What follows belongs to an exercise in optimizing a design on an open flow for small area, a short achievable clock period and few clock cycles per item; a production flow would make more cautious choices.
The RTL was checked by simulation tests, not by an equivalence proof against the original design.

`design.v`:
```
module md5(
      input clk,
      input reset_n,
      input start,
      input [63:0] password,
      output reg done,
      output [127:0] passwd_hash
      );
reg [6:0] cnt;
reg [31:0] p, b, c, d;
reg idle;            
reg fin;             
reg [3:0] rsel;      
reg [3:0] xsel;      
reg [3:0] psel;      
wire [6:0] cnt_n = ~reset_n ? 7'd67 : idle ? (start ? 7'd0 : 7'd67) : cnt + 7'd1;
reg [3:0] xsel_n;
always @(*) begin
  case ({cnt_n[1:0], cnt_n[5:4]})
    4'd0: xsel_n = 4'b1000;
    4'd1: xsel_n = 4'b0010;
    4'd2: xsel_n = 4'b0001;
    4'd3: xsel_n = 4'b0100;
    4'd4: xsel_n = 4'b1000;
    4'd5: xsel_n = 4'b0001;
    4'd6: xsel_n = 4'b0100;
    4'd7: xsel_n = 4'b0010;
    4'd8: xsel_n = 4'b1000;
    4'd9: xsel_n = 4'b0001;
    4'd10: xsel_n = 4'b0100;
    4'd11: xsel_n = 4'b0010;
    4'd12: xsel_n = 4'b0100;
    4'd13: xsel_n = 4'b0001;
    4'd14: xsel_n = 4'b1000;
    4'd15: xsel_n = 4'b0010;
  endcase
end
always @(posedge clk) begin
  cnt <= cnt_n;
  idle <= (cnt_n == 7'd67);
  fin <= cnt_n[6] & (cnt_n != 7'd67);
  rsel <= cnt_n[6] ? 4'b0000 : (4'b0001 << cnt_n[5:4]);
  xsel <= xsel_n;
  psel <= 4'b0001 << cnt_n[1:0];
end
always @(posedge clk) begin
  if (~reset_n) done <= 1'b0;
  else done <= (cnt == 7'd66);
end
wire [31:0] m0 = {password[39:32], password[47:40], password[55:48], password[63:56]};
wire [31:0] m1 = {password[7:0], password[15:8], password[23:16], password[31:24]};
wire [31:0] tc;
assign tc[0] = (cnt == 7'd1) | (cnt == 7'd3) | (cnt == 7'd5) | (cnt == 7'd6) | (cnt == 7'd8) | (cnt == 7'd9) | (cnt == 7'd12) | (cnt == 7'd14) | (cnt == 7'd17) | (cnt == 7'd19) | (cnt == 7'd20) | (cnt == 7'd21) | (cnt == 7'd25) | (cnt == 7'd26) | (cnt == 7'd27) | (cnt == 7'd29) | (cnt == 7'd32) | (cnt == 7'd36) | (cnt == 7'd41) | (cnt == 7'd42) | (cnt == 7'd43) | (cnt == 7'd44) | (cnt == 7'd46) | (cnt == 7'd48) | (cnt == 7'd49) | (cnt == 7'd50) | (cnt == 7'd51) | (cnt == 7'd53) | (cnt == 7'd54) | (cnt == 7'd55) | (cnt == 7'd58) | (cnt == 7'd60) | (cnt == 7'd61) | (cnt == 7'd62) | (cnt == 7'd63) | (cnt == 7'd66) | (cnt == 7'd67);
assign tc[1] = (cnt == 7'd0) | (cnt == 7'd1) | (cnt == 7'd2) | (cnt == 7'd3) | (cnt == 7'd4) | (cnt == 7'd5) | (cnt == 7'd8) | (cnt == 7'd10) | (cnt == 7'd11) | (cnt == 7'd12) | (cnt == 7'd13) | (cnt == 7'd15) | (cnt == 7'd18) | (cnt == 7'd20) | (cnt == 7'd23) | (cnt == 7'd24) | (cnt == 7'd25) | (cnt == 7'd30) | (cnt == 7'd31) | (cnt == 7'd33) | (cnt == 7'd39) | (cnt == 7'd40) | (cnt == 7'd48) | (cnt == 7'd49) | (cnt == 7'd51) | (cnt == 7'd52) | (cnt == 7'd55) | (cnt == 7'd59) | (cnt == 7'd61) | (cnt == 7'd64) | (cnt == 7'd65);
assign tc[2] = (cnt == 7'd0) | (cnt == 7'd2) | (cnt == 7'd3) | (cnt == 7'd8) | (cnt == 7'd10) | (cnt == 7'd13) | (cnt == 7'd19) | (cnt == 7'd23) | (cnt == 7'd24) | (cnt == 7'd25) | (cnt == 7'd26) | (cnt == 7'd27) | (cnt == 7'd34) | (cnt == 7'd35) | (cnt == 7'd39) | (cnt == 7'd41) | (cnt == 7'd42) | (cnt == 7'd44) | (cnt == 7'd46) | (cnt == 7'd47) | (cnt == 7'd48) | (cnt == 7'd49) | (cnt == 7'd53) | (cnt == 7'd55) | (cnt == 7'd57) | (cnt == 7'd60) | (cnt == 7'd64) | (cnt == 7'd65);
assign tc[3] = (cnt == 7'd1) | (cnt == 7'd2) | (cnt == 7'd3) | (cnt == 7'd4) | (cnt == 7'd7) | (cnt == 7'd8) | (cnt == 7'd10) | (cnt == 7'd13) | (cnt == 7'd18) | (cnt == 7'd19) | (cnt == 7'd22) | (cnt == 7'd26) | (cnt == 7'd28) | (cnt == 7'd29) | (cnt == 7'd30) | (cnt == 7'd34) | (cnt == 7'd36) | (cnt == 7'd40) | (cnt == 7'd43) | (cnt == 7'd45) | (cnt == 7'd50) | (cnt == 7'd53) | (cnt == 7'd55) | (cnt == 7'd61) | (cnt == 7'd65) | (cnt == 7'd66) | (cnt == 7'd67);
assign tc[4] = (cnt == 7'd0) | (cnt == 7'd1) | (cnt == 7'd5) | (cnt == 7'd7) | (cnt == 7'd9) | (cnt == 7'd10) | (cnt == 7'd12) | (cnt == 7'd17) | (cnt == 7'd19) | (cnt == 7'd20) | (cnt == 7'd24) | (cnt == 7'd28) | (cnt == 7'd29) | (cnt == 7'd38) | (cnt == 7'd40) | (cnt == 7'd43) | (cnt == 7'd45) | (cnt == 7'd48) | (cnt == 7'd50) | (cnt == 7'd52) | (cnt == 7'd53) | (cnt == 7'd54) | (cnt == 7'd57) | (cnt == 7'd60) | (cnt == 7'd61) | (cnt == 7'd62) | (cnt == 7'd64) | (cnt == 7'd65) | (cnt == 7'd67);
assign tc[5] = (cnt == 7'd2) | (cnt == 7'd3) | (cnt == 7'd4) | (cnt == 7'd8) | (cnt == 7'd9) | (cnt == 7'd10) | (cnt == 7'd11) | (cnt == 7'd14) | (cnt == 7'd15) | (cnt == 7'd18) | (cnt == 7'd23) | (cnt == 7'd26) | (cnt == 7'd28) | (cnt == 7'd33) | (cnt == 7'd36) | (cnt == 7'd37) | (cnt == 7'd38) | (cnt == 7'd40) | (cnt == 7'd43) | (cnt == 7'd44) | (cnt == 7'd45) | (cnt == 7'd46) | (cnt == 7'd49) | (cnt == 7'd50) | (cnt == 7'd53) | (cnt == 7'd56) | (cnt == 7'd58) | (cnt == 7'd60) | (cnt == 7'd61) | (cnt == 7'd64) | (cnt == 7'd65) | (cnt == 7'd67);
assign tc[6] = (cnt == 7'd0) | (cnt == 7'd1) | (cnt == 7'd2) | (cnt == 7'd7) | (cnt == 7'd13) | (cnt == 7'd15) | (cnt == 7'd16) | (cnt == 7'd17) | (cnt == 7'd19) | (cnt == 7'd20) | (cnt == 7'd22) | (cnt == 7'd23) | (cnt == 7'd26) | (cnt == 7'd28) | (cnt == 7'd29) | (cnt == 7'd31) | (cnt == 7'd34) | (cnt == 7'd35) | (cnt == 7'd37) | (cnt == 7'd38) | (cnt == 7'd39) | (cnt == 7'd40) | (cnt == 7'd44) | (cnt == 7'd45) | (cnt == 7'd46) | (cnt == 7'd47) | (cnt == 7'd49) | (cnt == 7'd51) | (cnt == 7'd53) | (cnt == 7'd54) | (cnt == 7'd55) | (cnt == 7'd56) | (cnt == 7'd64) | (cnt == 7'd65) | (cnt == 7'd67);
assign tc[7] = (cnt == 7'd2) | (cnt == 7'd3) | (cnt == 7'd7) | (cnt == 7'd8) | (cnt == 7'd9) | (cnt == 7'd10) | (cnt == 7'd12) | (cnt == 7'd13) | (cnt == 7'd18) | (cnt == 7'd21) | (cnt == 7'd22) | (cnt == 7'd23) | (cnt == 7'd25) | (cnt == 7'd26) | (cnt == 7'd29) | (cnt == 7'd30) | (cnt == 7'd32) | (cnt == 7'd36) | (cnt == 7'd39) | (cnt == 7'd40) | (cnt == 7'd41) | (cnt == 7'd44) | (cnt == 7'd45) | (cnt == 7'd46) | (cnt == 7'd48) | (cnt == 7'd49) | (cnt == 7'd51) | (cnt == 7'd52) | (cnt == 7'd54) | (cnt == 7'd56) | (cnt == 7'd58) | (cnt == 7'd59) | (cnt == 7'd62) | (cnt == 7'd65) | (cnt == 7'd66);
assign tc[8] = (cnt == 7'd0) | (cnt == 7'd1) | (cnt == 7'd3) | (cnt == 7'd6) | (cnt == 7'd8) | (cnt == 7'd9) | (cnt == 7'd10) | (cnt == 7'd11) | (cnt == 7'd12) | (cnt == 7'd13) | (cnt == 7'd15) | (cnt == 7'd16) | (cnt == 7'd18) | (cnt == 7'd22) | (cnt == 7'd23) | (cnt == 7'd25) | (cnt == 7'd27) | (cnt == 7'd31) | (cnt == 7'd33) | (cnt == 7'd36) | (cnt == 7'd37) | (cnt == 7'd40) | (cnt == 7'd42) | (cnt == 7'd44) | (cnt == 7'd48) | (cnt == 7'd49) | (cnt == 7'd51) | (cnt == 7'd54) | (cnt == 7'd57) | (cnt == 7'd58) | (cnt == 7'd61) | (cnt == 7'd62) | (cnt == 7'd63) | (cnt == 7'd66) | (cnt == 7'd67);
assign tc[9] = (cnt == 7'd0) | (cnt == 7'd2) | (cnt == 7'd3) | (cnt == 7'd4) | (cnt == 7'd5) | (cnt == 7'd8) | (cnt == 7'd9) | (cnt == 7'd10) | (cnt == 7'd13) | (cnt == 7'd16) | (cnt == 7'd17) | (cnt == 7'd18) | (cnt == 7'd21) | (cnt == 7'd22) | (cnt == 7'd29) | (cnt == 7'd32) | (cnt == 7'd35) | (cnt == 7'd36) | (cnt == 7'd37) | (cnt == 7'd39) | (cnt == 7'd40) | (cnt == 7'd46) | (cnt == 7'd47) | (cnt == 7'd48) | (cnt == 7'd49) | (cnt == 7'd55) | (cnt == 7'd56) | (cnt == 7'd57) | (cnt == 7'd59) | (cnt == 7'd60) | (cnt == 7'd61) | (cnt == 7'd62) | (cnt == 7'd63) | (cnt == 7'd66) | (cnt == 7'd67);
assign tc[10] = (cnt == 7'd0) | (cnt == 7'd2) | (cnt == 7'd3) | (cnt == 7'd4) | (cnt == 7'd5) | (cnt == 7'd6) | (cnt == 7'd8) | (cnt == 7'd10) | (cnt == 7'd15) | (cnt == 7'd18) | (cnt == 7'd20) | (cnt == 7'd21) | (cnt == 7'd23) | (cnt == 7'd25) | (cnt == 7'd26) | (cnt == 7'd28) | (cnt == 7'd30) | (cnt == 7'd32) | (cnt == 7'd36) | (cnt == 7'd38) | (cnt == 7'd39) | (cnt == 7'd40) | (cnt == 7'd42) | (cnt == 7'd45) | (cnt == 7'd46) | (cnt == 7'd48) | (cnt == 7'd52) | (cnt == 7'd53) | (cnt == 7'd54) | (cnt == 7'd55) | (cnt == 7'd56) | (cnt == 7'd59) | (cnt == 7'd64) | (cnt == 7'd65) | (cnt == 7'd67);
assign tc[11] = (cnt == 7'd2) | (cnt == 7'd3) | (cnt == 7'd7) | (cnt == 7'd9) | (cnt == 7'd14) | (cnt == 7'd17) | (cnt == 7'd22) | (cnt == 7'd23) | (cnt == 7'd24) | (cnt == 7'd25) | (cnt == 7'd27) | (cnt == 7'd30) | (cnt == 7'd31) | (cnt == 7'd34) | (cnt == 7'd35) | (cnt == 7'd36) | (cnt == 7'd37) | (cnt == 7'd38) | (cnt == 7'd39) | (cnt == 7'd42) | (cnt == 7'd44) | (cnt == 7'd45) | (cnt == 7'd48) | (cnt == 7'd51) | (cnt == 7'd52) | (cnt == 7'd54) | (cnt == 7'd55) | (cnt == 7'd59) | (cnt == 7'd65) | (cnt == 7'd66);
assign tc[12] = (cnt == 7'd0) | (cnt == 7'd1) | (cnt == 7'd6) | (cnt == 7'd7) | (cnt == 7'd8) | (cnt == 7'd9) | (cnt == 7'd10) | (cnt == 7'd11) | (cnt == 7'd12) | (cnt == 7'd16) | (cnt == 7'd17) | (cnt == 7'd19) | (cnt == 7'd20) | (cnt == 7'd22) | (cnt == 7'd26) | (cnt == 7'd31) | (cnt == 7'd32) | (cnt == 7'd34) | (cnt == 7'd38) | (cnt == 7'd39) | (cnt == 7'd41) | (cnt == 7'd42) | (cnt == 7'd43) | (cnt == 7'd44) | (cnt == 7'd45) | (cnt == 7'd46) | (cnt == 7'd48) | (cnt == 7'd51) | (cnt == 7'd53) | (cnt == 7'd54) | (cnt == 7'd55) | (cnt == 7'd58) | (cnt == 7'd59) | (cnt == 7'd60) | (cnt == 7'd61) | (cnt == 7'd62) | (cnt == 7'd64) | (cnt == 7'd65);
assign tc[13] = (cnt == 7'd0) | (cnt == 7'd1) | (cnt == 7'd8) | (cnt == 7'd12) | (cnt == 7'd15) | (cnt == 7'd16) | (cnt == 7'd21) | (cnt == 7'd22) | (cnt == 7'd27) | (cnt == 7'd28) | (cnt == 7'd31) | (cnt == 7'd32) | (cnt == 7'd33) | (cnt == 7'd34) | (cnt == 7'd35) | (cnt == 7'd38) | (cnt == 7'd39) | (cnt == 7'd40) | (cnt == 7'd41) | (cnt == 7'd45) | (cnt == 7'd47) | (cnt == 7'd48) | (cnt == 7'd49) | (cnt == 7'd50) | (cnt == 7'd53) | (cnt == 7'd55) | (cnt == 7'd56) | (cnt == 7'd59) | (cnt == 7'd60) | (cnt == 7'd63) | (cnt == 7'd66);
assign tc[14] = (cnt == 7'd1) | (cnt == 7'd2) | (cnt == 7'd4) | (cnt == 7'd5) | (cnt == 7'd8) | (cnt == 7'd9) | (cnt == 7'd10) | (cnt == 7'd12) | (cnt == 7'd13) | (cnt == 7'd17) | (cnt == 7'd18) | (cnt == 7'd21) | (cnt == 7'd22) | (cnt == 7'd23) | (cnt == 7'd27) | (cnt == 7'd30) | (cnt == 7'd32) | (cnt == 7'd33) | (cnt == 7'd35) | (cnt == 7'd36) | (cnt == 7'd37) | (cnt == 7'd39) | (cnt == 7'd43) | (cnt == 7'd45) | (cnt == 7'd46) | (cnt == 7'd48) | (cnt == 7'd51) | (cnt == 7'd52) | (cnt == 7'd53) | (cnt == 7'd54) | (cnt == 7'd55) | (cnt == 7'd56) | (cnt == 7'd57) | (cnt == 7'd59) | (cnt == 7'd60) | (cnt == 7'd61) | (cnt == 7'd62) | (cnt == 7'd64) | (cnt == 7'd65) | (cnt == 7'd67);
assign tc[15] = (cnt == 7'd0) | (cnt == 7'd2) | (cnt == 7'd4) | (cnt == 7'd6) | (cnt == 7'd7) | (cnt == 7'd8) | (cnt == 7'd10) | (cnt == 7'd16) | (cnt == 7'd18) | (cnt == 7'd21) | (cnt == 7'd22) | (cnt == 7'd23) | (cnt == 7'd27) | (cnt == 7'd28) | (cnt == 7'd32) | (cnt == 7'd35) | (cnt == 7'd36) | (cnt == 7'd38) | (cnt == 7'd43) | (cnt == 7'd44) | (cnt == 7'd48) | (cnt == 7'd50) | (cnt == 7'd52) | (cnt == 7'd53) | (cnt == 7'd56) | (cnt == 7'd60) | (cnt == 7'd61) | (cnt == 7'd62) | (cnt == 7'd65) | (cnt == 7'd66) | (cnt == 7'd67);
assign tc[16] = (cnt == 7'd0) | (cnt == 7'd2) | (cnt == 7'd4) | (cnt == 7'd9) | (cnt == 7'd13) | (cnt == 7'd19) | (cnt == 7'd21) | (cnt == 7'd22) | (cnt == 7'd23) | (cnt == 7'd24) | (cnt == 7'd25) | (cnt == 7'd27) | (cnt == 7'd28) | (cnt == 7'd29) | (cnt == 7'd32) | (cnt == 7'd33) | (cnt == 7'd34) | (cnt == 7'd37) | (cnt == 7'd38) | (cnt == 7'd39) | (cnt == 7'd40) | (cnt == 7'd41) | (cnt == 7'd44) | (cnt == 7'd47) | (cnt == 7'd50) | (cnt == 7'd51) | (cnt == 7'd53) | (cnt == 7'd57) | (cnt == 7'd59) | (cnt == 7'd61) | (cnt == 7'd63) | (cnt == 7'd66) | (cnt == 7'd67);
assign tc[17] = (cnt == 7'd0) | (cnt == 7'd4) | (cnt == 7'd6) | (cnt == 7'd9) | (cnt == 7'd15) | (cnt == 7'd17) | (cnt == 7'd18) | (cnt == 7'd19) | (cnt == 7'd22) | (cnt == 7'd24) | (cnt == 7'd26) | (cnt == 7'd27) | (cnt == 7'd28) | (cnt == 7'd29) | (cnt == 7'd30) | (cnt == 7'd31) | (cnt == 7'd35) | (cnt == 7'd36) | (cnt == 7'd37) | (cnt == 7'd38) | (cnt == 7'd39) | (cnt == 7'd41) | (cnt == 7'd44) | (cnt == 7'd45) | (cnt == 7'd48) | (cnt == 7'd50) | (cnt == 7'd51) | (cnt == 7'd53) | (cnt == 7'd59) | (cnt == 7'd60) | (cnt == 7'd61) | (cnt == 7'd62) | (cnt == 7'd64) | (cnt == 7'd65) | (cnt == 7'd67);
assign tc[18] = (cnt == 7'd0) | (cnt == 7'd2) | (cnt == 7'd3) | (cnt == 7'd4) | (cnt == 7'd6) | (cnt == 7'd8) | (cnt == 7'd9) | (cnt == 7'd10) | (cnt == 7'd14) | (cnt == 7'd15) | (cnt == 7'd17) | (cnt == 7'd18) | (cnt == 7'd19) | (cnt == 7'd20) | (cnt == 7'd24) | (cnt == 7'd25) | (cnt == 7'd28) | (cnt == 7'd29) | (cnt == 7'd33) | (cnt == 7'd34) | (cnt == 7'd35) | (cnt == 7'd36) | (cnt == 7'd38) | (cnt == 7'd41) | (cnt == 7'd43) | (cnt == 7'd46) | (cnt == 7'd49) | (cnt == 7'd52) | (cnt == 7'd53) | (cnt == 7'd54) | (cnt == 7'd56) | (cnt == 7'd61) | (cnt == 7'd62) | (cnt == 7'd63) | (cnt == 7'd66) | (cnt == 7'd67);
assign tc[19] = (cnt == 7'd2) | (cnt == 7'd3) | (cnt == 7'd9) | (cnt == 7'd10) | (cnt == 7'd12) | (cnt == 7'd13) | (cnt == 7'd15) | (cnt == 7'd17) | (cnt == 7'd19) | (cnt == 7'd26) | (cnt == 7'd28) | (cnt == 7'd29) | (cnt == 7'd30) | (cnt == 7'd31) | (cnt == 7'd33) | (cnt == 7'd35) | (cnt == 7'd36) | (cnt == 7'd37) | (cnt == 7'd38) | (cnt == 7'd39) | (cnt == 7'd41) | (cnt == 7'd42) | (cnt == 7'd44) | (cnt == 7'd46) | (cnt == 7'd47) | (cnt == 7'd48) | (cnt == 7'd51) | (cnt == 7'd52) | (cnt == 7'd53) | (cnt == 7'd55) | (cnt == 7'd56) | (cnt == 7'd58) | (cnt == 7'd60) | (cnt == 7'd65) | (cnt == 7'd66) | (cnt == 7'd67);
assign tc[20] = (cnt == 7'd2) | (cnt == 7'd3) | (cnt == 7'd5) | (cnt == 7'd9) | (cnt == 7'd10) | (cnt == 7'd11) | (cnt == 7'd12) | (cnt == 7'd13) | (cnt == 7'd14) | (cnt == 7'd15) | (cnt == 7'd17) | (cnt == 7'd18) | (cnt == 7'd22) | (cnt == 7'd24) | (cnt == 7'd25) | (cnt == 7'd26) | (cnt == 7'd31) | (cnt == 7'd32) | (cnt == 7'd33) | (cnt == 7'd35) | (cnt == 7'd36) | (cnt == 7'd37) | (cnt == 7'd38) | (cnt == 7'd39) | (cnt == 7'd43) | (cnt == 7'd44) | (cnt == 7'd49) | (cnt == 7'd50) | (cnt == 7'd51) | (cnt == 7'd59) | (cnt == 7'd60) | (cnt == 7'd61) | (cnt == 7'd64) | (cnt == 7'd65);
assign tc[21] = (cnt == 7'd1) | (cnt == 7'd2) | (cnt == 7'd3) | (cnt == 7'd5) | (cnt == 7'd9) | (cnt == 7'd13) | (cnt == 7'd14) | (cnt == 7'd18) | (cnt == 7'd19) | (cnt == 7'd21) | (cnt == 7'd23) | (cnt == 7'd24) | (cnt == 7'd27) | (cnt == 7'd28) | (cnt == 7'd29) | (cnt == 7'd30) | (cnt == 7'd31) | (cnt == 7'd32) | (cnt == 7'd34) | (cnt == 7'd35) | (cnt == 7'd37) | (cnt == 7'd38) | (cnt == 7'd40) | (cnt == 7'd41) | (cnt == 7'd45) | (cnt == 7'd46) | (cnt == 7'd47) | (cnt == 7'd48) | (cnt == 7'd53) | (cnt == 7'd55) | (cnt == 7'd56) | (cnt == 7'd60) | (cnt == 7'd64) | (cnt == 7'd65) | (cnt == 7'd67);
assign tc[22] = (cnt == 7'd0) | (cnt == 7'd3) | (cnt == 7'd6) | (cnt == 7'd8) | (cnt == 7'd9) | (cnt == 7'd10) | (cnt == 7'd13) | (cnt == 7'd16) | (cnt == 7'd17) | (cnt == 7'd20) | (cnt == 7'd22) | (cnt == 7'd23) | (cnt == 7'd25) | (cnt == 7'd26) | (cnt == 7'd27) | (cnt == 7'd28) | (cnt == 7'd29) | (cnt == 7'd31) | (cnt == 7'd32) | (cnt == 7'd34) | (cnt == 7'd36) | (cnt == 7'd41) | (cnt == 7'd43) | (cnt == 7'd44) | (cnt == 7'd51) | (cnt == 7'd53) | (cnt == 7'd59) | (cnt == 7'd61) | (cnt == 7'd63) | (cnt == 7'd66);
assign tc[23] = (cnt == 7'd0) | (cnt == 7'd2) | (cnt == 7'd4) | (cnt == 7'd7) | (cnt == 7'd9) | (cnt == 7'd11) | (cnt == 7'd12) | (cnt == 7'd14) | (cnt == 7'd18) | (cnt == 7'd21) | (cnt == 7'd22) | (cnt == 7'd23) | (cnt == 7'd25) | (cnt == 7'd27) | (cnt == 7'd28) | (cnt == 7'd31) | (cnt == 7'd33) | (cnt == 7'd34) | (cnt == 7'd35) | (cnt == 7'd36) | (cnt == 7'd37) | (cnt == 7'd38) | (cnt == 7'd39) | (cnt == 7'd40) | (cnt == 7'd41) | (cnt == 7'd42) | (cnt == 7'd43) | (cnt == 7'd44) | (cnt == 7'd45) | (cnt == 7'd46) | (cnt == 7'd49) | (cnt == 7'd50) | (cnt == 7'd53) | (cnt == 7'd54) | (cnt == 7'd55) | (cnt == 7'd61) | (cnt == 7'd62) | (cnt == 7'd65) | (cnt == 7'd66) | (cnt == 7'd67);
assign tc[24] = (cnt == 7'd2) | (cnt == 7'd3) | (cnt == 7'd4) | (cnt == 7'd6) | (cnt == 7'd7) | (cnt == 7'd8) | (cnt == 7'd9) | (cnt == 7'd10) | (cnt == 7'd11) | (cnt == 7'd12) | (cnt == 7'd14) | (cnt == 7'd18) | (cnt == 7'd22) | (cnt == 7'd23) | (cnt == 7'd24) | (cnt == 7'd26) | (cnt == 7'd27) | (cnt == 7'd29) | (cnt == 7'd30) | (cnt == 7'd31) | (cnt == 7'd32) | (cnt == 7'd33) | (cnt == 7'd34) | (cnt == 7'd36) | (cnt == 7'd43) | (cnt == 7'd45) | (cnt == 7'd48) | (cnt == 7'd49) | (cnt == 7'd51) | (cnt == 7'd52) | (cnt == 7'd53) | (cnt == 7'd54) | (cnt == 7'd55) | (cnt == 7'd57) | (cnt == 7'd59) | (cnt == 7'd60) | (cnt == 7'd62) | (cnt == 7'd63) | (cnt == 7'd66);
assign tc[25] = (cnt == 7'd4) | (cnt == 7'd8) | (cnt == 7'd9) | (cnt == 7'd11) | (cnt == 7'd13) | (cnt == 7'd15) | (cnt == 7'd17) | (cnt == 7'd19) | (cnt == 7'd20) | (cnt == 7'd22) | (cnt == 7'd24) | (cnt == 7'd29) | (cnt == 7'd31) | (cnt == 7'd32) | (cnt == 7'd36) | (cnt == 7'd37) | (cnt == 7'd38) | (cnt == 7'd40) | (cnt == 7'd44) | (cnt == 7'd45) | (cnt == 7'd48) | (cnt == 7'd49) | (cnt == 7'd52) | (cnt == 7'd53) | (cnt == 7'd55) | (cnt == 7'd56) | (cnt == 7'd57) | (cnt == 7'd58) | (cnt == 7'd59) | (cnt == 7'd61) | (cnt == 7'd62) | (cnt == 7'd63) | (cnt == 7'd66) | (cnt == 7'd67);
assign tc[26] = (cnt == 7'd1) | (cnt == 7'd3) | (cnt == 7'd4) | (cnt == 7'd6) | (cnt == 7'd9) | (cnt == 7'd12) | (cnt == 7'd13) | (cnt == 7'd15) | (cnt == 7'd17) | (cnt == 7'd19) | (cnt == 7'd22) | (cnt == 7'd25) | (cnt == 7'd26) | (cnt == 7'd28) | (cnt == 7'd29) | (cnt == 7'd30) | (cnt == 7'd31) | (cnt == 7'd32) | (cnt == 7'd33) | (cnt == 7'd34) | (cnt == 7'd35) | (cnt == 7'd37) | (cnt == 7'd38) | (cnt == 7'd41) | (cnt == 7'd42) | (cnt == 7'd44) | (cnt == 7'd45) | (cnt == 7'd46) | (cnt == 7'd47) | (cnt == 7'd50) | (cnt == 7'd51) | (cnt == 7'd52) | (cnt == 7'd53) | (cnt == 7'd54) | (cnt == 7'd55) | (cnt == 7'd56) | (cnt == 7'd58) | (cnt == 7'd59) | (cnt == 7'd60) | (cnt == 7'd63) | (cnt == 7'd66) | (cnt == 7'd67);
assign tc[27] = (cnt == 7'd0) | (cnt == 7'd5) | (cnt == 7'd6) | (cnt == 7'd7) | (cnt == 7'd8) | (cnt == 7'd9) | (cnt == 7'd10) | (cnt == 7'd11) | (cnt == 7'd12) | (cnt == 7'd14) | (cnt == 7'd18) | (cnt == 7'd21) | (cnt == 7'd27) | (cnt == 7'd28) | (cnt == 7'd30) | (cnt == 7'd31) | (cnt == 7'd33) | (cnt == 7'd34) | (cnt == 7'd36) | (cnt == 7'd38) | (cnt == 7'd39) | (cnt == 7'd40) | (cnt == 7'd43) | (cnt == 7'd45) | (cnt == 7'd49) | (cnt == 7'd50) | (cnt == 7'd52) | (cnt == 7'd53) | (cnt == 7'd55) | (cnt == 7'd56) | (cnt == 7'd58) | (cnt == 7'd60) | (cnt == 7'd61) | (cnt == 7'd62) | (cnt == 7'd65) | (cnt == 7'd66) | (cnt == 7'd67);
assign tc[28] = (cnt == 7'd3) | (cnt == 7'd6) | (cnt == 7'd9) | (cnt == 7'd12) | (cnt == 7'd15) | (cnt == 7'd19) | (cnt == 7'd21) | (cnt == 7'd25) | (cnt == 7'd28) | (cnt == 7'd31) | (cnt == 7'd34) | (cnt == 7'd37) | (cnt == 7'd38) | (cnt == 7'd41) | (cnt == 7'd43) | (cnt == 7'd45) | (cnt == 7'd47) | (cnt == 7'd50) | (cnt == 7'd53) | (cnt == 7'd56) | (cnt == 7'd59) | (cnt == 7'd60) | (cnt == 7'd64) | (cnt == 7'd65) | (cnt == 7'd67);
assign tc[29] = (cnt == 7'd0) | (cnt == 7'd1) | (cnt == 7'd3) | (cnt == 7'd5) | (cnt == 7'd6) | (cnt == 7'd7) | (cnt == 7'd9) | (cnt == 7'd11) | (cnt == 7'd12) | (cnt == 7'd13) | (cnt == 7'd15) | (cnt == 7'd17) | (cnt == 7'd18) | (cnt == 7'd22) | (cnt == 7'd23) | (cnt == 7'd25) | (cnt == 7'd27) | (cnt == 7'd28) | (cnt == 7'd29) | (cnt == 7'd31) | (cnt == 7'd33) | (cnt == 7'd34) | (cnt == 7'd35) | (cnt == 7'd37) | (cnt == 7'd38) | (cnt == 7'd39) | (cnt == 7'd40) | (cnt == 7'd44) | (cnt == 7'd47) | (cnt == 7'd49) | (cnt == 7'd50) | (cnt == 7'd51) | (cnt == 7'd53) | (cnt == 7'd55) | (cnt == 7'd56) | (cnt == 7'd57) | (cnt == 7'd59) | (cnt == 7'd60) | (cnt == 7'd61) | (cnt == 7'd62) | (cnt == 7'd63) | (cnt == 7'd66) | (cnt == 7'd67);
assign tc[30] = (cnt == 7'd0) | (cnt == 7'd2) | (cnt == 7'd3) | (cnt == 7'd4) | (cnt == 7'd6) | (cnt == 7'd7) | (cnt == 7'd9) | (cnt == 7'd11) | (cnt == 7'd12) | (cnt == 7'd14) | (cnt == 7'd15) | (cnt == 7'd16) | (cnt == 7'd18) | (cnt == 7'd19) | (cnt == 7'd21) | (cnt == 7'd22) | (cnt == 7'd24) | (cnt == 7'd25) | (cnt == 7'd26) | (cnt == 7'd28) | (cnt == 7'd29) | (cnt == 7'd31) | (cnt == 7'd33) | (cnt == 7'd34) | (cnt == 7'd36) | (cnt == 7'd37) | (cnt == 7'd40) | (cnt == 7'd41) | (cnt == 7'd43) | (cnt == 7'd44) | (cnt == 7'd46) | (cnt == 7'd47) | (cnt == 7'd48) | (cnt == 7'd50) | (cnt == 7'd51) | (cnt == 7'd53) | (cnt == 7'd55) | (cnt == 7'd56) | (cnt == 7'd58) | (cnt == 7'd59) | (cnt == 7'd62) | (cnt == 7'd63) | (cnt == 7'd66);
assign tc[31] = (cnt == 7'd0) | (cnt == 7'd2) | (cnt == 7'd3) | (cnt == 7'd5) | (cnt == 7'd6) | (cnt == 7'd8) | (cnt == 7'd9) | (cnt == 7'd10) | (cnt == 7'd12) | (cnt == 7'd13) | (cnt == 7'd15) | (cnt == 7'd16) | (cnt == 7'd18) | (cnt == 7'd19) | (cnt == 7'd21) | (cnt == 7'd22) | (cnt == 7'd24) | (cnt == 7'd25) | (cnt == 7'd27) | (cnt == 7'd28) | (cnt == 7'd30) | (cnt == 7'd31) | (cnt == 7'd32) | (cnt == 7'd34) | (cnt == 7'd35) | (cnt == 7'd37) | (cnt == 7'd38) | (cnt == 7'd40) | (cnt == 7'd41) | (cnt == 7'd43) | (cnt == 7'd44) | (cnt == 7'd46) | (cnt == 7'd47) | (cnt == 7'd49) | (cnt == 7'd50) | (cnt == 7'd52) | (cnt == 7'd53) | (cnt == 7'd54) | (cnt == 7'd56) | (cnt == 7'd57) | (cnt == 7'd59) | (cnt == 7'd60) | (cnt == 7'd62) | (cnt == 7'd65) | (cnt == 7'd66);
wire s0 = (cnt == 7'd18) | (cnt == 7'd40) | (cnt == 7'd47) | (cnt == 7'd67);
wire s1 = (cnt == 7'd0) | (cnt == 7'd15) | (cnt == 7'd35) | (cnt == 7'd54);
wire [31:0] msg = ({32{s0}} & m0) | ({32{s1}} & m1);
wire [31:0] dop = {32{~idle}} & d;
wire [31:0] p_next = dop + tc + msg;
wire [31:0] x1 = ({32{rsel[0]}} & c) | ({32{rsel[1]}} & (c | d)) | ({32{rsel[2]}} & ~(c ^ d)) | ({32{rsel[3]}} & ~c);
wire [31:0] x0 = ({32{rsel[0]}} & d) | ({32{rsel[1]}} & (c & ~d)) | ({32{rsel[2]}} & (c ^ d)) | ({32{rsel[3]}} & ~(c ^ d));
wire [31:0] f = (b & x1) | (~b & x0);
wire [31:0] t = p + f;
wire [31:0] t1 = ({32{xsel[0]}} & t) | ({32{xsel[1]}} & {t[30:0], t[31]}) |
                 ({32{xsel[2]}} & {t[29:0], t[31:30]}) | ({32{xsel[3]}} & {t[28:0], t[31:29]});
wire [31:0] rot = ({32{psel[0]}} & {t1[27:0], t1[31:28]}) | ({32{psel[1]}} & {t1[22:0], t1[31:23]}) |
                  ({32{psel[2]}} & {t1[17:0], t1[31:18]}) | ({32{psel[3]}} & {t1[11:0], t1[31:12]});
wire [31:0] bop = {32{~fin}} & b;
wire [31:0] sum = bop + rot;
always @(posedge clk) begin
  p <= p_next;
  if (idle) begin
    b <= 32'hefcdab89;
    c <= 32'h98badcfe;
    d <= 32'h10325476;
  end else begin
    b <= sum;
    c <= b;
    d <= c;
  end
end
wire [31:0] ha = {d[6:0], d[31:7]};
wire [31:0] hb = p;
wire [31:0] hc = {b[16:0], b[31:17]};
wire [31:0] hd = {c[11:0], c[31:12]};
function [31:0] bswap;
  input [31:0] x;
  bswap = {x[7:0], x[15:8], x[23:16], x[31:24]};
endfunction
assign passwd_hash = {bswap(ha), bswap(hb), bswap(hc), bswap(hd)};
endmodule
```
`run.sh`:
```
#!/bin/bash
# synth_recipe.tcl (not shown) runs the flow's synth.tcl, then flattens the netlist and writes it again
# the make line also repeats each setting of config.mk as NAME=value (left out here)
make -C /OpenROAD-flow-scripts/flow DESIGN_CONFIG=/design/flow/config.mk WORK_HOME=/design/flow/orfs CLKGATE_MAP_FILE= SYNTH_SCRIPT=/design/flow/synth_recipe.tcl finish
```
`config.mk`:
```
export PLATFORM = sky130hd
export DESIGN_NAME = md5
export DESIGN_NICKNAME = md5
export VERILOG_FILES = /design/flow/design.v
export SDC_FILE = /design/flow/constraint.sdc
export NUM_CORES = 4
export LEC_CHECK = 0
export ABC_AREA = 1
export CAP_MARGIN = 20
export CORE_MARGIN = 2
export CORE_UTILIZATION = 40
export SLEW_MARGIN = 20
```
`constraint.sdc`:
```
create_clock -name core_clock -period 11.0 [get_ports {clk}]
set_input_delay 2.2000 -clock core_clock [delete_from_list [all_inputs] [get_ports {clk}]]
set_output_delay 2.2000 -clock core_clock [all_outputs]
set_load 0.01 [all_outputs]
```
==> flow_summary.ini, run 1 <==
[logic_synthesis]
yosysUniqueCellTypes = 57
syn-cell-area_um2 = 17600
syn_area_per_cell_um2 = 6.02
syn_inst = 2930
ys_ff_latch = 150
yosysWarnings = 1
async_reset_ff_share_pct = 0
seq_area_frac_synth_pct = 17.0
synth_nets = 3191
synth-edff-count = 0
ys.flop_type = dfxtp_1

[critical_path]
end_kind = flip-flop
cp-start-kind = flip-flop
cpPeakStageDelay_ns = 0.67
cp_slowest_cell = a21oi_1
cp_common_cell = nand2_1
cp.arrival_ns = 7.42
critPathRequiredTime_ns = 11.36
path_max_fanout = 33
critPathKind = flip-flop to flip-flop

[sta]
max_freq_mhz = 142
post-route-min-period_ns = 7.06
fin_skew_ns = 0.0185
setup_slack_ns = 3.94
finalHoldViolCount = 0
fin_tns_setup_ns = 0
hold-worst-slack_ns = 0.523
grt_setup_unrepaired = no
slew_violations = 0
fin_crit_sh_pct = 64.2
finalSetupViolCount = 0
worst_pin_slew_ns = 1.18
slew_headroom_pct = 21.4

[die]
core_area_um2 = 43300
dieArea_um2 = 45800
rows = 76
start_util_pct = 40.8
io_pins = 196
fp.dieH_um = 214
fp.dieW_um = 214

[route]
first_iter_violations = 3412
post-route-drc-count = 0
vias = 22710
routedWlPerCell_um = 27.0
drt_wl_total_um = 99500
dr.pass1.iters = 9
ant_nets = 0
via_per_inst = 6.16

[status]
status = timing/DRC/antenna clean

[place]
dp_hpwl_um = 83100
io_buffer_count = 195
post-place-ws_ns = 4.03
place_congestion = 1.17

[clock_network]
cts_resized = 0
numCtsBuffers = 17
ctsHoldBuffers = 0
cts_buffer_depth = 2
tritoncts = done
cts-root-buf = clkbuf_16
cts.reportedPaths.clkPinSlew_ns = 0.07
clock_latency_ns = 0.47
htreeDepth = 4
clock_sinks = 150
cts_setup_buffers = 0

[min_path]
hp-class = flip-flop to flip-flop

[finish]
drive_gt1_share_pct = 4.23
final_cell_mix = 658 x nand2_1, 419 x inv_1, 403 x nor2_1
fillers = 4515
layout_commonest_cell = nand2_1
final_nets = 3347
syn_to_final_growth_pct = 17.7
post-route-util_pct = 48.0

[global_route]
overflow = 0
grtUsageTotal_pct = 42.0
grt_pass1_wl_um = 141000
grt_pass1_vias = 20917
grt_max_degree = 76
antenna_found_initial = 10

[run]
drv_cap = 0
==> layer usage <==
metal | GRT usage, % | routed length (um)
met2 | 61.5 | 40500
met1 | 54.5 | 39100
met3 | 16.3 | 14700
met4 | 17.8 | 5040
met5 | 1.25 | 183
==> path summary, 6_finish.rpt <==
kind | endpoint | start | cells after the start | slack [ns]
setup / recovery | b[13]$_SDFF_PP1_ | rsel[2]$_SDFF_PP0_ | 29 | 3.94
hold / removal | c[25]$_SDFF_PP0_ | b[25]$_SDFF_PP1_ | 2 | 0.52
setup reg to reg | b[13]$_SDFF_PP1_ | rsel[2]$_SDFF_PP0_ | 29 | 3.94
hold reg to reg | c[25]$_SDFF_PP0_ | b[25]$_SDFF_PP1_ | 2 | 0.52
==> cell families after synthesis <==
family / synth area share, %
simple gates: 37.3
compound gates: 16.7
buf+inv: 11.5
flops: 17.0
xor+xnor: 2.23
fa+ha+maj: 15.2
==> flip-flops by register name (all words and copies together) (netlist names) <==
signal,count
cnt,7
psel,4
rsel,4
fin,1
p,32
done,1
d,32
xsel,4
c,32
b,32
idle,1
==> worst max-delay path, delay by kind of cell, from the launching register on <==
| kind | cells | cell delay (ns) |
|---|---|---|
| xor gates and xnor gates | 2 | 0.33 |
| adders and majority gates | 2 | 0.80 |
| AOI/OAI and AO/OA | 9 | 2.38 |
| buffers and inverters | 5 | 1.42 |
| DFF | 1 | 0.31 |
| and+or+nand+nor | 11 | 1.67 |
==> area by class of cell <==
cell class	instances	area, um2	area share, %
repair buffers	219	2160	10.4
flip-flops and latches	150	3000	14.5
well taps	585	732	3.53
multi-input cells	2250	12600	60.8
clock buffers	18	429	2.07
clock inverters	13	115	0.554
diodes	2	5.00	0.0241
inverters	448	1690	8.13
==> through the flow <==
step                      instance area [um2]  instances
after floorplan                         17600       2930
after global placement                  20200       3650
after detailed placement                20200       3650
after CTS                               20700       3681
after global routing                    20800       3684
final                                   20800       3685
==> cell usage after synthesis, drive strengths merged, types with 11 or more instances <==
master | n | area share [%]
nor2 | 424 | 9.6
nand2 | 667 | 14
xnor2 | 12 | 0.60
clkbuf | 69 | 1.5
buf | 13 | 0.45
inv | 446 | 9.5
o221ai | 26 | 1.3
o2111ai | 12 | 0.60
a21oi | 219 | 6.3
xor2 | 32 | 1.6
a22oi | 15 | 0.64
o211ai | 11 | 0.47
nor4 | 47 | 1.7
nand4 | 88 | 3.1
nor3 | 63 | 1.9
ha | 160 | 11
o22ai | 16 | 0.57
a221oi | 17 | 0.84
nand3 | 201 | 5.9
o21ai | 131 | 3.7
a31oi | 13 | 0.46
dfxtp | 150 | 17
fa | 34 | 3.9
Testbench counts, summed over its fixed seeds: cycles 13,056, hashes 192.
==> inputs of run 2 (changes only) <==
--- a/config.mk
+++ b/config.mk
@@ -8,5 +8,6 @@
 export ABC_AREA = 1
 export CAP_MARGIN = 20
 export CORE_MARGIN = 2
-export CORE_UTILIZATION = 40
+export CORE_UTILIZATION = 45
+export SETUP_SLACK_MARGIN = 5
 export SLEW_MARGIN = 20
==> run 2 against run 1 <==
Effect of this change: still clean; first-iteration DRC count increased by 17%; synthesized area did not move; hold slack gained 0.019 ns; die area decreased by 11%; utilization up 6.9 points; flip-flop and latch count unchanged; maximum frequency up 21%; critical path type unchanged; largest cell class unchanged; highest routed layer unchanged.
==> flow_summary.ini, run 2 <==
[status]
status = timing/DRC/antenna clean

[die]
dieArea_um2 = 40800
start_util_pct = 45.6
fp.dieW_um = 202
core_area_um2 = 38600
fp.dieH_um = 202
io_pins = 196
rows = 72

[global_route]
antenna_found_initial = 4
grt_max_degree = 55
grtUsageTotal_pct = 45.9
grt_pass1_wl_um = 138000
grt_pass1_vias = 21368
overflow = 0

[min_path]
hold_path_depth = 2
min_from = b[23]$_SDFF_PP1_
min_to = c[23]$_SDFF_PP1_
hp-class = flip-flop to flip-flop

[sta]
fin_crit_sh_pct = 52.9
slew_violations = 0
post-route-min-period_ns = 5.82
finalHoldViolCount = 0
finalSetupViolCount = 0
max_freq_mhz = 172
fin_skew_ns = 0.0177
grt_setup_unrepaired = yes
hold-worst-slack_ns = 0.542
slew_headroom_pct = 16.4
worst_pin_slew_ns = 1.25
fin_tns_setup_ns = 0

[critical_path]
end_kind = flip-flop
ff2ff_path_depth = 35
r2r_start = c[10]$_SDFF_PP1_
critPathKind = flip-flop to flip-flop
r2r_setup_slack_ns = 5.18
path_max_fanout = 5
cp_common_cell = nand2_1
critPathRequiredTime_ns = 11.34
cp.arrival_ns = 6.16
cp_slowest_cell = dfxtp_1
cpPeakStageDelay_ns = 0.50
reg2reg_to = b[30]$_SDFF_PP1_
cp-start-kind = flip-flop

[route]
vias = 23024
first_iter_violations = 3994
via_per_inst = 6.33
routedWlPerCell_um = 26.7
post-route-drc-count = 0
ant_nets = 0
drt_wl_total_um = 97000
dr.pass1.iters = 10

[logic_synthesis]
ys_ff_latch = 150
syn-cell-area_um2 = 17600
syn_area_per_cell_um2 = 6.02
syn_inst = 2930
synth-edff-count = 0
yosysUniqueCellTypes = 57
ys.flop_type = dfxtp_1
yosysTopAreaCellShare_pct = 17.0
async_reset_ff_share_pct = 0
yosysMostFrequentCell = nand2_1
yosysWarnings = 1
yosysTopAreaCell = dfxtp_1
seq_area_frac_synth_pct = 17.0
synth_common_cells = 658 x nand2_1, 422 x inv_1, 403 x nor2_1, 217 x a21oi_1, 198 x nand3_1
synth_area_leaders = dfxtp_1 17%, nand2_1 14%, ha_1 11%
synth_nets = 3191

[clock_network]
tritoncts = done
cts-root-buf = clkbuf_16
cts_buffer_depth = 2
cts.reportedPaths.clkPinSlew_ns = 0.08
clock_sinks = 150
numCtsBuffers = 17
htreeDepth = 4
clock_latency_ns = 0.46

[place]
io_buffer_count = 195
place_congestion = 1.14
dp_hpwl_um = 78500
dpl.cell_count = 3579

[finish]
syn_to_final_growth_pct = 20.2
final_cell_mix = 656 x nand2_1, 418 x inv_1, 398 x nor2_1
drive_gt1_share_pct = 7.44
post-route-util_pct = 54.9
final_nets = 3365
layout.cells.non_filler = 3637
layout_commonest_cell = nand2_1

[run]
drv_cap = 0
[run 2: worst max path at each step]
stage / start / to / slack (ns)
floorplan: rsel[2]$_SDFF_PP0_ / b[30]$_SDFF_PP1_ / 6.10
global placement: rsel[0]$_SDFF_PP0_ / b[30]$_SDFF_PP1_ / 4.31
detailed placement: rsel[0]$_SDFF_PP0_ / b[30]$_SDFF_PP1_ / 4.17
CTS: c[0]$_SDFF_PP0_ / b[27]$_SDFF_PP1_ / 5.04
global route: d[6]$_SDFF_PP1_ / b[30]$_SDFF_PP1_ / 4.87
finish: c[10]$_SDFF_PP1_ / b[30]$_SDFF_PP1_ / 5.18
[run 2: repair_timing]
item | CTS | global route
pin swaps | 0 | 8
hold buffers | 0 | 0
setup endpoints to repair | 26 | 25
gates resized for setup | 14 | 82
cloned | 2 | 0
buffers inserted | 5 | 17
[run 2: worst max-delay path: cells and delay by family, from the launching register on]
| family | cells | cell delay [ns] |
|---|---|---|
| simple gates | 18 | 1.94 |
| buf+inv | 4 | 0.36 |
| compound gates | 8 | 1.25 |
| xor+xnor | 1 | 0.22 |
| fa+ha+maj | 4 | 1.43 |
| flops | 1 | 0.50 |
[run 2: metrics by stage]
stage	worst slack, ns	instance area, um2
floorplan	6.10	17600
global placement	4.31	20000
detailed placement	4.17	20000
CTS	5.04	20700
global route	4.87	21200
finish	5.18	21200
[run 2: cells by family after synthesis]
kind of cell               synth area share [%]
AOI/OAI and AO/OA                          16.7
xor gates and xnor gates                   2.23
adders and majority gates                  15.2
buffers and inverters                      11.5
DFF                                        17.0
and+or+nand+nor                            37.3
[run 2: layout make-up]
| class | count | area (um2) |
|---|---|---|
| clock inverter | 15 | 156 |
| tap | 518 | 648 |
| clock buffer | 17 | 425 |
| multi-input combinational | 2250 | 13000 |
| inverter | 448 | 1700 |
| timing repair buffer | 235 | 2270 |
| antenna | 2 | 5.00 |
| fill | 3816 | 17400 |
| timing repair inverter | 2 | 15.0 |
| sequential | 150 | 3030 |
[run 2: metal layers]
metal / global-route usage (%) / up-vias / part of all wire [%]
met3: 16.5 / 428 / 15
li1: - / 10074 / -
met5: 0.833 / - / 0.22
met1: 59.0 / 10589 / 38
met4: 22.7 / 10 / 6.3
met2: 67.5 / 1923 / 41
==> inputs of run 3 (changes only) <==
==> flow/run.sh (new file) <==
#!/bin/bash
set -euo pipefail
bash standard.sh \
  "BUFFER_PORTS_ARGS=-buffer_cell sky130_fd_sc_hd__buf_1" \
  SETUP_SLACK_MARGIN=5 \
  finish > make_finish.log 2>&1
==> standard.sh (new file) <==
#!/bin/bash
# synth_recipe.tcl (not shown) runs the flow's synth.tcl, then flattens the netlist and writes it again
# the make line also repeats each setting of config.mk as NAME=value (left out here)
make -C /OpenROAD-flow-scripts/flow DESIGN_CONFIG=/design/flow/config.mk WORK_HOME=/design/flow/orfs CLKGATE_MAP_FILE= SYNTH_SCRIPT=/design/flow/synth_recipe.tcl "${@:-finish}"
--- a/config.mk
+++ b/config.mk
@@ -9,5 +9,4 @@
 export CAP_MARGIN = 20
 export CORE_MARGIN = 2
 export CORE_UTILIZATION = 45
-export SETUP_SLACK_MARGIN = 5
 export SLEW_MARGIN = 20
removed: run.sh
==> run 3 against run 2 <==
Effect of this change: sequential share of layout area rose by 0.58 points; first-iteration DRC count fell by 4.3%; still clean on timing, DRC and antenna; die area did not move; flip-flop and latch count did not move; synthesized area did not move; routed wire length rose by 0.31%.
==> flow_summary.ini, run 3 <==
[global_route]
grt_max_degree = 56
antenna_found_initial = 5
overflow = 0
grt_pass1_wl_um = 137000
grt_pass1_vias = 20959
grtUsageTotal_pct = 45.6

[sta]
grt_setup_unrepaired = yes
fin_crit_sh_pct = 53.3
worst_pin_slew_ns = 1.35
slew_violations = 0
post-route-min-period_ns = 5.86
setup_slack_ns = 5.14
fin_skew_ns = 0.0179
finalSetupViolCount = 0
finalHoldViolCount = 0
fin_tns_setup_ns = 0
slew_headroom_pct = 9.48
max_freq_mhz = 171

[logic_synthesis]
yosysWarnings = 1
synth_nets = 3191
ys_ff_latch = 150
yosysTopAreaCellShare_pct = 17.0
async_reset_ff_share_pct = 0
yosysMostFrequentCell = nand2_1
syn_inst = 2930
synth-edff-count = 0
yosysUniqueCellTypes = 57
synth_common_cells = 658 x nand2_1, 422 x inv_1, 403 x nor2_1, 217 x a21oi_1, 198 x nand3_1
syn-cell-area_um2 = 17600
seq_area_frac_synth_pct = 17.0
yosysTopAreaCell = dfxtp_1
syn_area_per_cell_um2 = 6.02
synth_area_leaders = dfxtp_1 17%, nand2_1 14%, ha_1 11%
ys.flop_type = dfxtp_1

[finish]
post-route-util_pct = 52.6
syn_to_final_growth_pct = 15.3
final_nets = 3385
fillers = 3913
drive_gt1_share_pct = 8.22
layout_commonest_cell = nand2_1
final_cell_mix = 654 x nand2_1, 418 x inv_1, 394 x nor2_1

[clock_network]
htreeDepth = 4
tritoncts = done
cts.reportedPaths.clkPinSlew_ns = 0.07
cts_buffer_depth = 2
clock_latency_ns = 0.47
clock_sinks = 150
numCtsBuffers = 17
cts-root-buf = clkbuf_16

[place]
place_congestion = 1.18
post-place-ws_ns = 4.24
io_buffer_count = 195
dp_hpwl_um = 78100

[critical_path]
cp_common_cell = nand2_1
cpPeakStageDelay_ns = 0.43
end_kind = flip-flop
critPathRequiredTime_ns = 11.31
critPathKind = flip-flop to flip-flop
cp_slowest_cell = ha_1
path_max_fanout = 17
cp-start-kind = flip-flop
cp.arrival_ns = 6.17

[die]
fp.dieH_um = 202
start_util_pct = 45.6
dieArea_um2 = 40800
fp.dieW_um = 202
rows = 72
core_area_um2 = 38600
io_pins = 196

[route]
post-route-drc-count = 0
ant_nets = 0
drt_wl_total_um = 97300
dr.pass1.iters = 10
first_iter_violations = 3821
routedWlPerCell_um = 26.6
via_per_inst = 6.39
vias = 23367

[run]
drv_cap = 0

[status]
status = timing/DRC/antenna clean

[min_path]
hp-class = flip-flop to flip-flop
run 3: path summary, 6_finish.rpt:
check / startpoint / endpoint / slack [ns] / cells after the start
setup / recovery: rsel[2]$_SDFF_PP0_ / b[27]$_SDFF_PP1_ / 5.14 / 33
hold / removal: b[29]$_SDFF_PP1_ / c[29]$_SDFF_PP0_ / 0.52 / 2
setup reg to reg: rsel[2]$_SDFF_PP0_ / b[27]$_SDFF_PP1_ / 5.14 / 33
hold reg to reg: b[29]$_SDFF_PP1_ / c[29]$_SDFF_PP0_ / 0.52 / 2
run 3: cell type report:
class,instances,area [um2],area share (%)
multi-input cells,2250,13000,64.1
flip-flops and latches,150,3030,14.9
inverters,448,1700,8.37
repair buffers,254,1280,6.28
well taps,518,648,3.19
clock buffers,20,457,2.25
clock inverters,12,168,0.824
repair inverters,3,22.5,0.111
diodes,3,7.51,0.0369
run 3: metal layers:
layer	global-route usage [%]	vias up	routed length, um
li1	-	10101	-
met1	57.9	10695	35900
met2	67.4	2086	39500
met3	17.3	479	15400
met4	22.0	6	6440
met5	1.31	-	38
run 3: logic make-up (layout without fill, tap and decap cells):
logic type                 count (synthesis)  count (layout)  synth area share [%]
and+or+nand+nor                         1510            1510                  37.3
buffers and inverters                    530             737                  11.5
AOI/OAI and AO/OA                        502             502                  16.7
adders and majority gates                194             194                  15.2
DFF                                      150             150                  17.0
xor gates and xnor gates                  44              44                  2.23
other                                      0               3                     0
run 3: worst max-delay path, delay by kind of cell (launching register included):
family / cells / cell delay (ns)
AND/OR/NAND/NOR: 16 / 2.03
AO/OA/AOI/OAI: 8 / 1.59
adder cells (fa/ha/maj): 2 / 0.79
flip-flops: 1 / 0.39
buffers and inverters: 7 / 0.89
run 3: what timing repair did:
action                     4_1_cts  5_1_grt
pin swaps                        0       14
cloned                           3        2
setup endpoints to repair       26       26
gates resized for setup         28       91
buffers inserted                12       25
hold buffers                     0        0
run 3: metrics by stage:
stage	area [um2]	hold slack [ns]	instances
2_1_floorplan	17600	0.490	2930
3_3_place_gp	18800	0.496	3580
3_5_place_dp	18800	0.507	3581
4_1_cts	19700	0.517	3628
5_1_grt	20300	0.553	3655
6_report	20300	0.523	3658
==> inputs of run 4 (changes only) <==
--- a/design.v
+++ b/design.v
@@ -87,8 +87,14 @@
 wire [31:0] msg = ({32{s0}} & m0) | ({32{s1}} & m1);
 wire [31:0] dop = {32{~idle}} & d;
 wire [31:0] p_next = dop + tc + msg;
-wire [31:0] x1 = ({32{rsel[0]}} & c) | ({32{rsel[1]}} & (c | d)) | ({32{rsel[2]}} & ~(c ^ d)) | ({32{rsel[3]}} & ~c);
-wire [31:0] x0 = ({32{rsel[0]}} & d) | ({32{rsel[1]}} & (c & ~d)) | ({32{rsel[2]}} & (c ^ d)) | ({32{rsel[3]}} & ~(c ^ d));
+wire [31:0] cn = idle ? 32'h98badcfe : b;
+wire [31:0] dn = idle ? 32'h10325476 : c;
+wire [3:0] rn = cnt_n[6] ? 4'b0000 : (4'b0001 << cnt_n[5:4]);
+reg [31:0] x1, x0;
+always @(posedge clk) begin
+  x1 <= ({32{rn[0]}} & cn) | ({32{rn[1]}} & (cn | dn)) | ({32{rn[2]}} & ~(cn ^ dn)) | ({32{rn[3]}} & ~cn);
+  x0 <= ({32{rn[0]}} & dn) | ({32{rn[1]}} & (cn & ~dn)) | ({32{rn[2]}} & (cn ^ dn)) | ({32{rn[3]}} & ~(cn ^ dn));
+end
 wire [31:0] f = (b & x1) | (~b & x0);
 wire [31:0] t = p + f;
 wire [31:0] t1 = ({32{xsel[0]}} & t) | ({32{xsel[1]}} & {t[30:0], t[31]}) |
==> flow/run.sh (replaced) <==
#!/bin/bash
set -euo pipefail
bash standard.sh \
  "BUFFER_PORTS_ARGS=-buffer_cell sky130_fd_sc_hd__buf_1" \
  SETUP_SLACK_MARGIN=6 \
  finish > make_finish.log 2>&1
==> run 4 against run 3 <==
Effect of this change: still clean on timing, DRC and antenna; flip-flop and latch count is 60 higher; non-clock buffer count is 12 higher; global-route usage is 2.3 points higher; worst setup slack better by 0.81 ns; utilization is 1.6 points higher; die area is 9.4% higher; routed wire length is 14% higher; via count is 6.0% higher; synthesized cell count is 6.5% higher.
==> flow_summary.ini, run 4 <==
[critical_path]
cp_slowest_cell = fa_1
crit_buf_inv = 4
cpPeakStageDelay_ns = 0.48
path_delay_family = compound AO/OA/AOI/OAI gates
critPathRequiredTime_ns = 11.42
cp_common_cell = nand2_1
critPathKind = flip-flop to flip-flop
end_kind = flip-flop
cp.arrival_ns = 5.48
worstSetupStartpoint = b[18]$_SDFF_PP1_
cp-start-kind = flip-flop
path_max_fanout = 5
r2r_start = b[18]$_SDFF_PP1_

[global_route]
grtUsageTotal_pct = 47.9
grt_pass1_vias = 23360
antenna_found_initial = 9
overflow = 0
grt_max_degree = 59
grt_pass1_wl_um = 155000

[logic_synthesis]
synth_area_leaders = dfxtp_1 22%, nand2_1 15%, ha_1 10%
yosysWarnings = 1
synth_nets = 3381
yosysTopAreaCell = dfxtp_1
syn_inst = 3120
synth_common_cells = 759 x nand2_1, 475 x inv_1, 459 x nor2_1, 210 x dfxtp_1, 180 x nand3_1
yosysTopAreaCellShare_pct = 21.7
ys.flop_type = dfxtp_1
synth-edff-count = 0
seq_area_frac_synth_pct = 21.7
ys_ff_latch = 210
syn-cell-area_um2 = 19300
syn_area_per_cell_um2 = 6.20
yosysUniqueCellTypes = 52
async_reset_ff_share_pct = 0
yosysMostFrequentCell = nand2_1

[route]
routedWlPerCell_um = 28.4
vias = 24762
ant_nets = 0
dr.pass1.iters = 10
via_per_inst = 6.35
drt_wl_total_um = 111000
first_iter_violations = 4067
post-route-drc-count = 0

[run]
drv_cap = 0

[clock_network]
clock_latency_ns = 0.57
ctsHoldBuffers = 0
cts_buffer_depth = 3
cts-root-buf = clkbuf_16
clock_sinks = 210
cts.reportedPaths.clkPinSlew_ns = 0.07
tritoncts = done
htreeDepth = 1
numCtsBuffers = 24

[finish]
final_cell_mix = 725 x nand2_1, 469 x inv_1, 396 x nor2_1
fillers = 4041
syn_to_final_growth_pct = 18.3
final_nets = 3593
layout.cells.non_filler = 3897
post-route-util_pct = 54.3
multiInputGateArea_um2 = 14000
register_area_um2 = 4230
drive_gt1_share_pct = 11.9
layout_commonest_cell = nand2_1

[die]
core_area_um2 = 42100
fp.dieW_um = 211
start_util_pct = 45.9
dieArea_um2 = 44600
fp.dieH_um = 211
io_pins = 196
rows = 75

[place]
io_buffer_count = 195
dpl.cell_count = 3806
place_congestion = 1.17
dp_hpwl_um = 85900

[sta]
finalHoldViolCount = 0
fin_skew_ns = 0.0527
grt_setup_unrepaired = yes
fin_crit_sh_pct = 46.0
fin_tns_setup_ns = 0
max_freq_mhz = 198
slew_headroom_pct = 24.8
slew_violations = 0
worst_pin_slew_ns = 1.12
post-route-min-period_ns = 5.06
finalSetupViolCount = 0

[min_path]
hp-class = flip-flop to flip-flop
min_from = c[16]$_DFF_P_

[status]
status = timing/DRC/antenna clean
run 4: cell type report:
| type | instances | share of cell area (%) |
|---|---|---|
| multi-input combinational | 2337 | 61.3 |
| clock inverter | 8 | 0.361 |
| antenna | 8 | 0.0875 |
| sequential | 210 | 18.5 |
| tap | 539 | 2.95 |
| timing repair buffer | 266 | 5.55 |
| inverter | 493 | 8.12 |
| clock buffer | 36 | 3.13 |
run 4: worst min-delay path: cells and delay by family, from the launching register on:
| kind | cells | cell delay [ns] |
|---|---|---|
| and+or+nand+nor | 1 | 0.05 |
| buffers and inverters | 1 | 0.05 |
| DFF | 1 | 0.31 |
run 4: metrics by stage:
stage | cell area, um2 | hold WS, ns | setup slack, ns
2_1_floorplan | 19300 | 0.459 | 6.19
3_3_place_gp | 20600 | 0.436 | 5.29
6_report | 22900 | 0.452 | 5.94
4_1_cts | 21900 | 0.455 | 6.00
3_5_place_dp | 20600 | 0.443 | 5.35
5_1_grt | 22900 | 0.473 | 5.80
run 4: final timing paths:
check,to,slack (ns),depth (start not counted)
setup reg to reg,b[10]$_SDFF_PP0_,5.94,25
setup / recovery,b[10]$_SDFF_PP0_,5.94,25
hold / removal,d[16]$_DFF_P_,0.45,2
hold reg to reg,d[16]$_DFF_P_,0.45,2
run 4: cell families (layout without fill, tap and decap cells):
| family | Yosys count | in the layout | share of synthesized area (%) |
|---|---|---|---|
| and+or+nand+nor | 1660 | 1660 | 37.0 |
| buffers and inverters | 573 | 803 | 11.5 |
| AOI/OAI and AO/OA | 435 | 435 | 13.7 |
| DFF | 210 | 210 | 21.7 |
| adders and majority gates | 194 | 194 | 13.9 |
| xor gates and xnor gates | 48 | 48 | 2.17 |
| other | 0 | 8 | 0 |
run 4: timing repair:
item / CTS / global route
endpoints found under the setup margin: 39 / 38
pin swaps: 8 / 30
setup buffers: 12 / 27
resized for setup: 93 / 199
run 4: routing by layer:
layer	GRT usage (%)	wire length (um)
met5	0	43
met4	41.3	12100
met2	73.2	46700
met1	52.7	37500
met3	17.2	14500
Testbench counts of run 4, summed over its fixed seeds: cycles 13,056, hashes 192.

==> static timing again, ports no longer ideal <==
How much do the figures lean on ideal ports? The routed layouts below were timed once more, with nothing changed but the port constraints.
Step 1 sets driving cells, clkbuf_16 on the clock port and buf_2 on the other inputs (assumed; they add their load-dependent delay and slew).
Step 2, shift: input delay + t, output delay - t, t = (earliest + latest rising clock arrival at the registers) / 2. This alone moves slack from input paths to output paths.
a / b / c = ideal ports / drivers / drivers and shift; a / b = the first two.
run	shift t [ns]	setup slack, ns	worst setup path after step 2	worst register clock-pin slew, ns	worst data-port slew with drivers (ns)
run 1	0.526	3.943 / 3.943 / 3.943	register to register	0.07 / 0.07	0.08
run 2	0.515	5.178 / 5.178 / 5.108	input to register	0.08 / 0.08	0.07
run 3	0.518	5.137 / 5.137 / 5.137	register to register	0.07 / 0.07	0.05
run 4	0.611	5.942 / 5.942 / 5.804	input to register	0.07 / 0.07	0.04
After both steps every run listed still meets setup and hold. The setup slack of run 4, which loses most, moves by 0.000 ns with the drivers and by -0.138 ns with both steps.
